From an optimization exercise on the open Yosys and OpenROAD flow, aimed at small area, a short achievable clock period and few clock cycles; shortcuts taken in it are not production practice.
The RTL was checked by simulation tests, not by an equivalence proof against the original design.

## fft
module fft(
	rst_n,
	clk,
	data1,
	fft_go,
	fft_done,
	fft_res
);
For scale: about 2,900 flip-flops, ~28 I/O pins.
==> module bf_s1, before the edit <==
module bf_s1 (
	input             clk,
	input             lo,
	input             inj,
	input             osel,
	input      [7:0]  xin,
	output     [15:0] xout
);
	function automatic [8:0] mul127(input [7:0] x);
		begin
			if (x == 8'h80)
				mul127 = 9'h181;                     
			else if (!x[7] && x != 8'd0)
				mul127 = {1'b0, x} - 9'd1;           
			else
				mul127 = {x[7], x};                  
		end
	endfunction
	function automatic [8:0] mul127n(input [7:0] x);
		begin
			if (x[7])
				mul127n = 9'd0 - {x[7], x} - 9'd1;   
			else
				mul127n = 9'd0 - {1'b0, x};          
		end
	endfunction
	reg  [7:0]  r0;
	reg  [15:0] r1, r2;
	reg  [15:0] ar, br;
	wire [7:0] x1 = r1[15:8];    
	wire [8:0] r9 = lo ? 9'd0 : mul127(xin);
	wire [8:0] i9 = lo ? mul127n(xin) : 9'd0;
	wire [8:0] p = {x1[7], x1} + r9;
	wire [8:0] u = {x1[7], x1} - r9;
	wire [8:0] v = 9'd0 - i9;
	always @(posedge clk) begin
		r0 <= xin;
		r1 <= inj ? br : {r0, 8'd0};
		r2 <= r1;
		ar <= {p[8:1], i9[8:1]};
		br <= {u[8:1], v[8:1]};
	end
	assign xout = osel ? r2 : ar;
endmodule
==> module fft, before the edit <==
module fft(
	rst_n,
	clk,
	data1,
	fft_go,
	fft_done,
	fft_res
);
	input rst_n;
	input clk;
	input signed [7:0] data1;
	input fft_go;
	output reg fft_done;
	output reg [15:0] fft_res;
	localparam [8:0] OUT0 = 9'd254;              
	localparam [8:0] LAST = OUT0 + 9'd127;       
	reg        run;
	reg  [8:0] cnt;
	always @(posedge clk or negedge rst_n)
		if (!rst_n) begin
			run <= 1'b0;
			cnt <= 9'd0;
		end else if (fft_go) begin
			run <= 1'b1;
			cnt <= 9'd1;
		end else if (run) begin
			cnt <= cnt + 9'd1;
			if (cnt == LAST)
				run <= 1'b0;
		end
	always @(posedge clk or negedge rst_n)
		if (!rst_n)
			fft_done <= 1'b0;
		else
			fft_done <= run & ~fft_go & (cnt >= OUT0 - 9'd1) & (cnt <= LAST - 9'd1);
	reg  bypA, bypB, bypC, modeA, modeB, modeC;
	reg  inj0, osel0, lo1, inj1, osel1, inj2, osel2;
	reg  [1:0] lo2;
	reg  inj3, osel3, inj4, osel4, inj5, osel5, inj6, osel6, sel6;
	reg  [5:0] tw3, tw4, tw5, tw6;
	wire [6:0] c7 = cnt[6:0];
	wire [6:0] pA = c7 - 7'd2;       
	wire [6:0] pB = c7 - 7'd65;
	wire [6:0] pC = c7 - 7'd95;
	wire [6:0] j0 = c7 - 7'd109, q0 = c7 - 7'd110;      
	wire [6:0] p1 = c7 - 7'd110, j1 = c7 - 7'd111, q1 = c7 - 7'd113;
	wire [6:0] p2 = c7 - 7'd113, j2 = c7 - 7'd116, q2 = c7 - 7'd120;
	wire [6:0] p3 = c7 - 7'd120, j3 = c7 - 7'd123, q3 = c7 - 7'd131;
	wire [6:0] p4 = c7 - 7'd131, j4 = c7 - 7'd134, q4 = c7 - 7'd150;
	wire [6:0] p5 = c7 - 7'd150, j5 = c7 - 7'd153, q5 = c7 - 7'd185;
	wire [6:0] p6 = c7 - 7'd185, j6 = c7 - 7'd188, q6 = c7 - 7'd252;
	always @(posedge clk) begin
		bypA <= pA[6] & ~pA[0];
		bypB <= pB[5] & ~pB[1];
		bypC <= pC[4] & ~pC[2];
		modeA <= cnt <= 9'd129;
		modeB <= cnt <= 9'd192;
		modeC <= cnt <= 9'd222;
		inj0 <= j0[0];  osel0 <= q0[0];
		lo1 <= p1[0];   inj1 <= j1[1];  osel1 <= q1[1];
		lo2 <= p2[1:0]; inj2 <= j2[2];  osel2 <= q2[2];
		tw3 <= {p3[2:0], 3'd0}; inj3 <= j3[3]; osel3 <= q3[3];
		tw4 <= {p4[3:0], 2'd0}; inj4 <= j4[4]; osel4 <= q4[4];
		tw5 <= {p5[4:0], 1'd0}; inj5 <= j5[5]; osel5 <= q5[5];
		tw6 <= p6[5:0];
		inj6 <= j6[6] & (cnt >= 9'd249);
		osel6 <= q6[6];
		sel6 <= cnt >= 9'd248;
	end
	function automatic [8:0] mul127(input [7:0] x);
		begin
			if (x == 8'h80)
				mul127 = 9'h181;                     
			else if (!x[7] && x != 8'd0)
				mul127 = {1'b0, x} - 9'd1;           
			else
				mul127 = {x[7], x};                  
		end
	endfunction
	reg  [7:0] sc;
	reg  [8:0] sc9;                  
	wire [7:0] sc_n;
	always @(posedge clk) begin
		sc <= sc_n;
		sc9 <= mul127(sc_n);
	end
	wire [7:0]  s_0;
	wire [15:0] s_1, s_2, s_3, s_4, s_5, s_6;
	wire [15:0] rsa, rca, isa, ica, rsb, rcb, isb, icb, rsc, rcc, isc, icc;
	wire [15:0] rs2, rc2, is2, ic2;
	bf_s0 st0(.clk(clk), .inj(inj0), .osel(osel0), .xin(sc), .r9(sc9), .xout(s_0));
	bf_s1 st1(.clk(clk), .lo(lo1), .inj(inj1), .osel(osel1), .xin(s_0), .xout(s_1));
	cmul2 mul2(.clk(clk), .x(s_1), .lo(lo2), .rs(rs2), .rc(rc2), .is(is2), .ic(ic2));
	butterfly_ra2 #(.S(2)) st2(.clk(clk), .inj(inj2), .osel(osel2), .rs(rs2), .rc(rc2), .is(is2), .ic(ic2), .xin(s_1), .xout(s_2));
	cmul mula(.clk(clk), .x(sel6 ? s_5 : s_2), .idx(sel6 ? tw6 : tw3), .rs(rsa), .rc(rca), .is(isa), .ic(ica));
	cmul mulb(.clk(clk), .x(s_3), .idx(tw4), .rs(rsb), .rc(rcb), .is(isb), .ic(icb));
	cmul mulc(.clk(clk), .x(s_4), .idx(tw5), .rs(rsc), .rc(rcc), .is(isc), .ic(icc));
	butterfly_ra2 #(.S(3)) st3(.clk(clk), .inj(inj3), .osel(osel3), .rs(rsa), .rc(rca), .is(isa), .ic(ica), .xin(s_2), .xout(s_3));
	butterfly_ra2 #(.S(4)) st4(.clk(clk), .inj(inj4), .osel(osel4), .rs(rsb), .rc(rcb), .is(isb), .ic(icb), .xin(s_3), .xout(s_4));
	butterfly_ra2 #(.S(5)) st5(.clk(clk), .inj(inj5), .osel(osel5), .rs(rsc), .rc(rcc), .is(isc), .ic(icc), .xin(s_4), .xout(s_5));
	ram128 st6(.clk(clk), .modeA(modeA), .modeB(modeB), .modeC(modeC),
		.bypA(bypA), .bypB(bypB), .bypC(bypC), .din(data1), .dout(sc_n),
		.inj(inj6), .osel(osel6), .rs(rsa), .rc(rca), .is(isa), .ic(ica), .xin(s_5), .xout(s_6));
	always @(posedge clk)
		fft_res <= s_6;
endmodule
export LEC_CHECK = 0
export CAP_MARGIN = 20
export CORE_MARGIN = 2
export CORE_UTILIZATION = 40
export CTS_CLUSTER_DIAMETER = 60
export CTS_CLUSTER_SIZE = 30
export SETUP_SLACK_MARGIN = 5.0
export SLEW_MARGIN = 20
create_clock -name core_clock -period 8.0 [get_ports {clk}]
run.sh (not shown) runs the stock make flow with config.mk's settings and CLKGATE_MAP_FILE= SYNTH_SCRIPT=/design/flow/synth_recipe.tcl, a recipe that flattens the netlist after the stock synthesis.
The baseline ran to the end with no violations.
Testbench counts at the start, summed over its fixed seeds: cycles 18,336.
==> next run, changes <==
--- a/flow/design.v
+++ b/flow/design.v
@@ -575,21 +575,23 @@
 		end
 	endfunction
-	reg  [7:0]  r0;
-	reg  [15:0] r1, r2;
+	reg  [7:0]  r0, r1;
+	reg  [15:0] r2, r3;
+	reg  [8:0]  r9r, i9r;
 	reg  [15:0] ar, br;
-	wire [7:0] x1 = r1[15:8];    
-	wire [8:0] r9 = lo ? 9'd0 : mul127(xin);
-	wire [8:0] i9 = lo ? mul127n(xin) : 9'd0;
-	wire [8:0] p = {x1[7], x1} + r9;
-	wire [8:0] u = {x1[7], x1} - r9;
-	wire [8:0] v = 9'd0 - i9;
+	wire [7:0] x1 = r2[15:8];    
+	wire [8:0] p = {x1[7], x1} + r9r;
+	wire [8:0] u = {x1[7], x1} - r9r;
+	wire [8:0] v = 9'd0 - i9r;
 	always @(posedge clk) begin
 		r0 <= xin;
-		r1 <= inj ? br : {r0, 8'd0};
-		r2 <= r1;
-		ar <= {p[8:1], i9[8:1]};
+		r1 <= r0;
+		r2 <= inj ? br : {r1, 8'd0};
+		r3 <= r2;
+		r9r <= lo ? 9'd0 : mul127(xin);
+		i9r <= lo ? mul127n(xin) : 9'd0;
+		ar <= {p[8:1], i9r[8:1]};
 		br <= {u[8:1], v[8:1]};
 	end
-	assign xout = osel ? r2 : ar;
+	assign xout = osel ? r3 : ar;
 endmodule
 module cmul2 (
@@ -792,5 +794,5 @@
 	output reg fft_done;
 	output reg [15:0] fft_res;
-	localparam [8:0] OUT0 = 9'd254;              
+	localparam [8:0] OUT0 = 9'd255;              
 	localparam [8:0] LAST = OUT0 + 9'd127;       
 	reg        run;
@@ -823,10 +825,10 @@
 	wire [6:0] pC = c7 - 7'd95;
 	wire [6:0] j0 = c7 - 7'd109, q0 = c7 - 7'd110;      
-	wire [6:0] p1 = c7 - 7'd110, j1 = c7 - 7'd111, q1 = c7 - 7'd113;
-	wire [6:0] p2 = c7 - 7'd113, j2 = c7 - 7'd116, q2 = c7 - 7'd120;
-	wire [6:0] p3 = c7 - 7'd120, j3 = c7 - 7'd123, q3 = c7 - 7'd131;
-	wire [6:0] p4 = c7 - 7'd131, j4 = c7 - 7'd134, q4 = c7 - 7'd150;
-	wire [6:0] p5 = c7 - 7'd150, j5 = c7 - 7'd153, q5 = c7 - 7'd185;
-	wire [6:0] p6 = c7 - 7'd185, j6 = c7 - 7'd188, q6 = c7 - 7'd252;
+	wire [6:0] p1 = c7 - 7'd110, j1 = c7 - 7'd112, q1 = c7 - 7'd114;
+	wire [6:0] p2 = c7 - 7'd114, j2 = c7 - 7'd117, q2 = c7 - 7'd121;
+	wire [6:0] p3 = c7 - 7'd121, j3 = c7 - 7'd124, q3 = c7 - 7'd132;
+	wire [6:0] p4 = c7 - 7'd132, j4 = c7 - 7'd135, q4 = c7 - 7'd151;
+	wire [6:0] p5 = c7 - 7'd151, j5 = c7 - 7'd154, q5 = c7 - 7'd186;
+	wire [6:0] p6 = c7 - 7'd186, j6 = c7 - 7'd189, q6 = c7 - 7'd253;
 	always @(posedge clk) begin
 		bypA <= pA[6] & ~pA[0];
@@ -843,7 +845,7 @@
 		tw5 <= {p5[4:0], 1'd0}; inj5 <= j5[5]; osel5 <= q5[5];
 		tw6 <= p6[5:0];
-		inj6 <= j6[6] & (cnt >= 9'd249);
+		inj6 <= j6[6] & (cnt >= 9'd250);
 		osel6 <= q6[6];
-		sel6 <= cnt >= 9'd248;
+		sel6 <= cnt >= 9'd249;
 	end
 	function automatic [8:0] mul127(input [7:0] x);
Final area drops by a few percent; clock-buffer cell count went up by 6; worst hold slack improved by 0.043 ns; final cell count went down by a few percent; critical path depth fell by 2; sequential share of layout area came out higher by 1.6 points; wire length decreases by a few percent; non-clock buffer count decreases by 76; setup slack improved by 0.039 ns; fmax rose slightly; via count shrinks by a few percent; die area came out lower slightly.
Testbench counts after the change, summed over its fixed seeds: cycles 18,384.

-- what the ideal ports hide --
The flow's constraints put no driver on any port. The routed layouts listed below were extracted and timed again, unchanged, in two steps. Step 1: set_driving_cell puts a clkbuf_16 on clk and a buf_2 on each other input, an assumption about the parent block. Step 2 also shifts input and output timing later by t, the mid clock arrival at the registers, as if the neighbouring blocks saw the same clock. Slacks: ideal / step 1 / step 2; pairs: ideal / step 1.
run	shift t [ns]	setup WS [ns]	slew at the worst register clock pin (ns)	cell pins on the clock port's net
the first run	0.921	4.860 / 4.860 / 4.227	0.10 / 0.10	1
the second run	0.907	4.899 / 4.899 / 4.400	0.10 / 0.10	1
After both steps every run listed still meets setup and hold. For the first run, which loses most, drivers alone change the setup slack by 0.000 ns; drivers and shift together by -0.633 ns.
